Background: an optimization exercise with open tools, aiming at small area and a short achievable clock period. Do not read the settings as production practice.
Only simulation tests tie the RTL to the original design; equivalence was not proved.
Power and IR drop assume default switching activity.

// fifo
module fifo
#(
parameter DATA_WIDTH = 8,
parameter ADDR_WIDTH = 6
)(
input                          rst_n,
input                          clk,
input                          push,
input                          pop,
input      [DATA_WIDTH -1 : 0] data_in,
output reg [DATA_WIDTH -1 : 0] data_out,
output reg                     empty,
output                         full,
output     [DATA_WIDTH -1 : 0] fifo_counter
);
clock: 2.8 ns
lec_check: 0
abc_clock_period_in_ps: 2800
cap_margin: 20
core_margin: 2
core_utilization: 65
cts_buf_list: sky130_fd_sc_hd__clkbuf_4 sky130_fd_sc_hd__clkbuf_8
cts_cluster_diameter: 60
cts_cluster_size: 15
place_density: 0.75
setup_slack_margin: 0.9
slew_margin: 20
standard.sh (not shown) runs the stock make flow with config.mk's settings and CLKGATE_MAP_FILE= SYNTH_SCRIPT=/design/flow/synth_recipe.tcl, a recipe that flattens the netlist after the stock synthesis.
==> flow/flow/run.sh <==
#!/bin/bash
# Standard ORFS layout with fast port buffers (buf_4) instead of the
# default choice, and a clock tree without dummy loads.
set -euo pipefail
bash standard.sh "BUFFER_PORTS_ARGS=-buffer_cell sky130_fd_sc_hd__buf_4" \
  "CTS_ARGS=-sink_clustering_enable -repair_clock_nets -sink_clustering_size 20 -sink_clustering_max_diameter 50 -buf_list {sky130_fd_sc_hd__clkbuf_4 sky130_fd_sc_hd__clkbuf_8} -dont_use_dummy_load" \
  finish > standard.log 2>&1
Then changed:
==> flow/run.sh (new file) <==
#!/bin/bash
# synth_recipe.tcl (not shown) runs the flow's synth.tcl, then flattens the netlist and writes it again
# the make line also repeats each setting of config.mk as NAME=value (left out here)
make -C /OpenROAD-flow-scripts/flow DESIGN_CONFIG=/design/flow/config.mk WORK_HOME=/design/flow/orfs CLKGATE_MAP_FILE= SYNTH_SCRIPT=/design/flow/synth_recipe.tcl finish
--- a/flow/config.mk
+++ b/flow/config.mk
@@ -7,3 +7,2 @@
 export LEC_CHECK = 0
-export ABC_CLOCK_PERIOD_IN_PS = 2800
 export CAP_MARGIN = 20
removed: flow/flow/run.sh
removed: flow/standard.sh
Outcome:
- count of clock-buffer cells in the layout went up by 32
- clock power is higher by a quarter to a third
- setup slack degrades by 0.037 ns
- area after synthesis does not change
- critical path depth is lower by 1
- non-clock buffer count is higher by 44
- cell area increases by a few percent
Then changed:
==> flow/flow/run.sh (new file) <==
#!/bin/bash
# Standard ORFS layout with fast port buffers (buf_4) instead of the
# default choice, and a clock tree without dummy loads.
set -euo pipefail
bash standard.sh "BUFFER_PORTS_ARGS=-buffer_cell sky130_fd_sc_hd__buf_4" \
  "CTS_ARGS=-sink_clustering_enable -repair_clock_nets -sink_clustering_size 15 -sink_clustering_max_diameter 60 -buf_list {sky130_fd_sc_hd__clkbuf_4 sky130_fd_sc_hd__clkbuf_8} -dont_use_dummy_load" \
  finish > standard.log 2>&1
==> flow/standard.sh (new file) <==
#!/bin/bash
# synth_recipe.tcl (not shown) runs the flow's synth.tcl, then flattens the netlist and writes it again
# the make line also repeats each setting of config.mk as NAME=value (left out here)
make -C /OpenROAD-flow-scripts/flow DESIGN_CONFIG=/design/flow/config.mk WORK_HOME=/design/flow/orfs CLKGATE_MAP_FILE= SYNTH_SCRIPT=/design/flow/synth_recipe.tcl "${@:-finish}"
--- a/flow/config.mk
+++ b/flow/config.mk
@@ -13,2 +13,3 @@
 export CTS_CLUSTER_SIZE = 15
+export GPL_TIMING_DRIVEN = 0
 export PLACE_DENSITY = 0.75
removed: flow/run.sh
Effect: The new run passed the timing, design-rule and antenna checks; final area came out higher by a few percent; hold slack degrades by 0.32 ns; non-clock buffer count goes up by 78; area after synthesis does not change; combinational power rises by well over a third; sequential power hardly moves.
Then changed:
==> flow/flow/run.sh (replaced) <==
#!/bin/bash
# Standard ORFS layout with fast port buffers (buf_4) instead of the
# default choice, and a clock tree without dummy loads.
set -euo pipefail
bash standard.sh "BUFFER_PORTS_ARGS=-buffer_cell sky130_fd_sc_hd__buf_4" \
  "CTS_ARGS=-sink_clustering_enable -repair_clock_nets -sink_clustering_size 20 -sink_clustering_max_diameter 50 -buf_list {sky130_fd_sc_hd__clkbuf_4 sky130_fd_sc_hd__clkbuf_8} -dont_use_dummy_load" \
  finish > standard.log 2>&1
--- a/flow/config.mk
+++ b/flow/config.mk
@@ -13,3 +13,2 @@
 export CTS_CLUSTER_SIZE = 15
-export GPL_TIMING_DRIVEN = 0
 export PLACE_DENSITY = 0.75
What happened: The new run completed without violations. Wire length shrinks by about 22%. Synthesized cell count does not change. Die area does not change. Clock-buffer cell count shrinks by 2. Area after synthesis stays the same. Worst hold slack gets better by 0.0088 ns. Critical path depth shrinks by 5. Register-to-register slack gets better by 0.19 ns. Sequential share of layout area grows by 7.4 points. Power shrinks by 10%.
Then changed:
==> flow/run.sh (new file) <==
#!/bin/bash
# synth_recipe.tcl (not shown) runs the flow's synth.tcl, then flattens the netlist and writes it again
# the make line also repeats each setting of config.mk as NAME=value (left out here)
make -C /OpenROAD-flow-scripts/flow DESIGN_CONFIG=/design/flow/config.mk WORK_HOME=/design/flow/orfs CLKGATE_MAP_FILE= SYNTH_SCRIPT=/design/flow/synth_recipe.tcl finish
--- a/flow/config.mk
+++ b/flow/config.mk
@@ -14,3 +14,3 @@
 export PLACE_DENSITY = 0.75
-export SETUP_SLACK_MARGIN = 0.9
+export SETUP_SLACK_MARGIN = 1.2
 export SLEW_MARGIN = 20
removed: flow/flow/run.sh
removed: flow/standard.sh
=> Via count came out higher by 8.8%; wire length came out higher by 16%; worst hold slack gains 0.29 ns; sequential cell count does not change; cell area came out higher by 11%; synthesized area stays the same.

---

P:
The RTL this note starts from:
==> flow/design.v <==
module fifo
#(
parameter DATA_WIDTH = 8,
parameter ADDR_WIDTH = 6
)(
input                          rst_n,
input                          clk,
input                          push,
input                          pop,
input      [DATA_WIDTH -1 : 0] data_in,
output reg [DATA_WIDTH -1 : 0] data_out,
output reg                     empty,
output                         full,
output     [DATA_WIDTH -1 : 0] fifo_counter
);
reg [ADDR_WIDTH : 0]    cnt;
reg [7:0]               sel_lo;		 
reg [7:0]               sel_hi;		 
reg [DATA_WIDTH -1 : 0] buf_mem[63:0];
assign full         = cnt[ADDR_WIDTH];
assign fifo_counter = {1'b0, cnt};
wire do_push = push & ~cnt[ADDR_WIDTH];
wire do_pop  = pop & ~empty;
wire inc     = do_push & ~do_pop;
wire dec     = do_pop & ~do_push;
always @(posedge clk or posedge rst_n)
	if (rst_n) begin
		cnt    <= 0;
		empty  <= 1'b1;
		sel_lo <= 8'd1;
		sel_hi <= 8'd1;
	end else begin
		if (inc) begin
			cnt    <= cnt + 1'b1;
			sel_lo <= {sel_lo[6:0], sel_lo[7]};
			if (sel_lo[7]) sel_hi <= {sel_hi[6:0], sel_hi[7]};
		end else if (dec) begin
			cnt    <= cnt - 1'b1;
			sel_lo <= {sel_lo[0], sel_lo[7:1]};
			if (sel_lo[0]) sel_hi <= {sel_hi[0], sel_hi[7:1]};
		end
		empty <= (empty & ~push) | ((cnt == 1) & pop & ~push);
	end
reg [DATA_WIDTH -1 : 0] grp[7:0];
reg [DATA_WIDTH -1 : 0] rd;
integer a, b;
always @* begin
	for (a = 0; a < 8; a = a + 1) begin
		grp[a] = 0;
		for (b = 0; b < 8; b = b + 1)
			grp[a] = grp[a] | ({DATA_WIDTH{sel_lo[b]}} & buf_mem[(8*a + b + 63) % 64]);
	end
	rd = 0;
	for (a = 0; a < 8; a = a + 1)
		rd = rd | ({DATA_WIDTH{sel_hi[a]}} & grp[a]);
end
always @(posedge clk or posedge rst_n)
	if (rst_n)
		data_out <= 0;
	else if (do_pop)
		data_out <= rd;
integer i;
always @(posedge clk)
	if (do_push) begin
		buf_mem[0] <= data_in;
		for (i = 1; i < 64; i = i + 1)
			buf_mem[i] <= buf_mem[i-1];
	end
endmodule
Settings: LEC_CHECK=0, CAP_MARGIN=20, CORE_MARGIN=2, CORE_UTILIZATION=55, CTS_BUF_LIST=sky130_fd_sc_hd__clkbuf_4 sky130_fd_sc_hd__clkbuf_8, CTS_CLUSTER_DIAMETER=60, CTS_CLUSTER_SIZE=15, PLACE_DENSITY=0.7, SETUP_SLACK_MARGIN=0.9, SLEW_MARGIN=20; clock period 2.8 ns.
==> flow/flow/run.sh <==
#!/bin/bash
# Standard ORFS layout with fast port buffers (buf_4) instead of the
# default choice, and a clock tree without dummy loads.
set -euo pipefail
bash standard.sh "BUFFER_PORTS_ARGS=-buffer_cell sky130_fd_sc_hd__buf_4" \
  "CTS_ARGS=-sink_clustering_enable -repair_clock_nets -sink_clustering_size 15 -sink_clustering_max_diameter 60 -buf_list {sky130_fd_sc_hd__clkbuf_4 sky130_fd_sc_hd__clkbuf_8} -dont_use_dummy_load" \
  finish > standard.log 2>&1
Per the final summary, P finished and its layout is clean on timing, DRC and antenna.
### P -> Q
Settings: CORE_UTILIZATION changed from 55 to 65; ABC_CLOCK_PERIOD_IN_PS newly set to 3500; PLACE_DENSITY changed from 0.7 to 0.75.
==> flow/flow/run.sh <==
#!/bin/bash
# Standard ORFS layout with fast port buffers (buf_4) instead of the
# default choice, and a clock tree without dummy loads.
set -euo pipefail
bash standard.sh "BUFFER_PORTS_ARGS=-buffer_cell sky130_fd_sc_hd__buf_4" \
  "CTS_ARGS=-sink_clustering_enable -repair_clock_nets -sink_clustering_size 20 -sink_clustering_max_diameter 50 -buf_list {sky130_fd_sc_hd__clkbuf_4 sky130_fd_sc_hd__clkbuf_8} -dont_use_dummy_load" \
  finish > standard.log 2>&1
### Flow results
Of P and Q, the higher final standard cell utilization of the core belongs to Q. The number of placed cells counting well taps reported for Q is smaller than that of P by about 4%. Compared with P, in Q number of design-rule violations left by the first detailed-router iteration shows a reduction of 11%, cell area after placement shows a reduction of 76 sq um. P -> Q: cell count decreased by a few percent. Q vs P on number of post-CTS setup repair buffers: Q is the lower one. The maximum fanout along the worst path of Q falls short of that of P by 4. Of the two values seen for end point of the critical path, data_out[0] was produced by P and data_out[7] by Q. In Q relative to P, wire length after detailed routing had gone down by a few percent. Internal power component, Q vs P: down slightly. Final worst slack (Q over P): increase, 0.077 ns.

---

Setup of try-garnet:
Starts from the design.v that is shown in full above.
export LEC_CHECK = 0
export CAP_MARGIN = 20
export CORE_MARGIN = 2
export CORE_UTILIZATION = 75
export CTS_BUF_LIST = sky130_fd_sc_hd__clkbuf_4 sky130_fd_sc_hd__clkbuf_8
export CTS_CLUSTER_DIAMETER = 60
export CTS_CLUSTER_SIZE = 15
export PLACE_DENSITY = 0.85
export SETUP_SLACK_MARGIN = 0.9
export SLEW_MARGIN = 20
create_clock -name core_clock -period 2.8 [get_ports {clk}]
==> flow/flow/run.sh <==
#!/bin/bash
# Standard ORFS layout with fast port buffers (buf_4) instead of the
# default choice, and a clock tree without dummy loads.
set -euo pipefail
bash standard.sh "BUFFER_PORTS_ARGS=-buffer_cell sky130_fd_sc_hd__buf_4" \
  "CTS_ARGS=-sink_clustering_enable -repair_clock_nets -sink_clustering_size 15 -sink_clustering_max_diameter 60 -buf_list {sky130_fd_sc_hd__clkbuf_4 sky130_fd_sc_hd__clkbuf_8} -dont_use_dummy_load" \
  finish > standard.log 2>&1
The following lists how try-cedar was set up differently from try-garnet:
Settings: swapping 75 for 65 in CORE_UTILIZATION; swapping 0.85 for 0.75 in PLACE_DENSITY.
==> flow/flow/run.sh <==
#!/bin/bash
# Standard ORFS layout with fast port buffers (buf_4) instead of the
# default choice, and a clock tree without dummy loads.
set -euo pipefail
bash standard.sh "BUFFER_PORTS_ARGS=-buffer_cell sky130_fd_sc_hd__buf_4" \
  "CTS_ARGS=-sink_clustering_enable -repair_clock_nets -sink_clustering_size 22 -sink_clustering_max_diameter 80 -buf_list {sky130_fd_sc_hd__clkbuf_8 sky130_fd_sc_hd__clkbuf_16} -dont_use_dummy_load" \
  finish > standard.log 2>&1
## What came out
- try-cedar: PASS, flow complete, no timing, DRC or antenna violations
- Compared with try-garnet, try-cedar shows count of clock-buffer cells in the layout that has gone down by more than a quarter.
- Setup WNS try-garnet -> try-cedar: better
- Relative to try-garnet, the count of non-filler cells in the finished layout measured on try-cedar has increased by a few percent.
- Capturing element of the worst setup path: cnt[6] -> try-garnet, data_out[7] -> try-cedar
### try-cedar -> try-raven
Settings: ABC_CLOCK_PERIOD_IN_PS: unset -> 1500.
==> flow/flow/run.sh <==
#!/bin/bash
# Standard ORFS layout with fast port buffers (buf_4) instead of the
# default choice, and a clock tree without dummy loads.
set -euo pipefail
bash standard.sh "BUFFER_PORTS_ARGS=-buffer_cell sky130_fd_sc_hd__buf_4" \
  "CTS_ARGS=-sink_clustering_enable -repair_clock_nets -sink_clustering_size 20 -sink_clustering_max_diameter 50 -buf_list {sky130_fd_sc_hd__clkbuf_4 sky130_fd_sc_hd__clkbuf_8} -dont_use_dummy_load" \
  finish > standard.log 2>&1
Result for try-cedar and try-raven: all clean. try-raven vs. try-cedar: cell area moved down; number of buffers created by CTS rose 43%; horizontal extent of the die essentially unchanged.
#### Input delta (try-delta over try-raven)
Settings: swapping 0.9 for 1.1 in SETUP_SLACK_MARGIN; clearing ABC_CLOCK_PERIOD_IN_PS, which used to be 1500.
==> flow/flow/run.sh <==
#!/bin/bash
# Standard ORFS layout with fast port buffers (buf_4) instead of the
# default choice.
set -euo pipefail
bash standard.sh "BUFFER_PORTS_ARGS=-buffer_cell sky130_fd_sc_hd__buf_4" finish > standard.log 2>&1
==> comparison <==
When try-delta is measured against try-raven, its peak per-stage delay on the critical path turns out 0.03 ns lower.
Lower total clock network power goes to try-raven over try-delta.
try-delta reports a higher share of the final layout cell area in multi-input gates than try-raven does.
Worst setup slack (try-delta over try-raven): decrease, 0.028 ns
As of try-delta, number of clock-tree buffers in the layout had risen by more than half compared to try-raven.
| global-route track usage on met1 | try-delta vs try-raven | 2.6 points higher |
try-raven reports its start point of the critical path as sel_lo[5] while try-delta reports sel_lo[7].
Cell area: try-delta worse than try-raven
Compared with try-raven, in try-delta power density over cell area up 1.1%, total via count in the routed design up 4.2%, final cell count up about 5%, slew of the pin with the lowest slew margin up 0.22 ns.

[re-timing with driven ports]
In the flow no input, the clock included, has a driving cell. The finished layouts below were timed again as built, in two steps. Step 1: set_driving_cell puts a clkbuf_16 on clk and a buf_2 on each other input, an assumption about the parent block. Step 2 also shifts input and output timing later by t, the mid clock arrival at the registers, as if the neighbouring blocks saw the same clock. Three values: ideal ports, drivers, drivers and shift; two values: the first two.
run	shift t [ns]	setup slack, ns	hold slack, ns	latest minus earliest clock arrival (ns)	pins driven straight from the clock port
the first run of note 1	0.606	0.921 / 0.921 / 0.712	0.098 / 0.073 / 0.402	0.050 / 0.050	1
the second run of note 1	0.625	0.885 / 0.885 / 0.388	0.414 / 0.393 / 0.446	0.033 / 0.033	1
the third run of note 1	0.619	0.727 / 0.683 / 0.386	0.090 / 0.070 / 0.425	0.085 / 0.085	1
the fourth run of note 1	0.606	0.921 / 0.921 / 0.712	0.098 / 0.073 / 0.402	0.050 / 0.050	1
the fifth run of note 1	0.637	0.853 / 0.853 / 0.356	0.389 / 0.359 / 0.448	0.040 / 0.041	1
P	0.617	0.845 / 0.845 / 0.714	0.115 / 0.100 / 0.436	0.035 / 0.035	1
Q	0.606	0.921 / 0.921 / 0.712	0.098 / 0.073 / 0.402	0.050 / 0.050	1
try-garnet	0.622	0.731 / 0.731 / 0.509	0.069 / 0.043 / 0.415	0.047 / 0.046	1
try-cedar	0.619	0.898 / 0.898 / 0.744	0.111 / 0.079 / 0.436	0.028 / 0.028	1
try-raven	0.606	0.921 / 0.921 / 0.712	0.098 / 0.073 / 0.402	0.050 / 0.050	1
try-delta	0.623	0.894 / 0.894 / 0.816	0.108 / 0.085 / 0.448	0.026 / 0.027	1
After both steps every run listed still meets setup and hold.
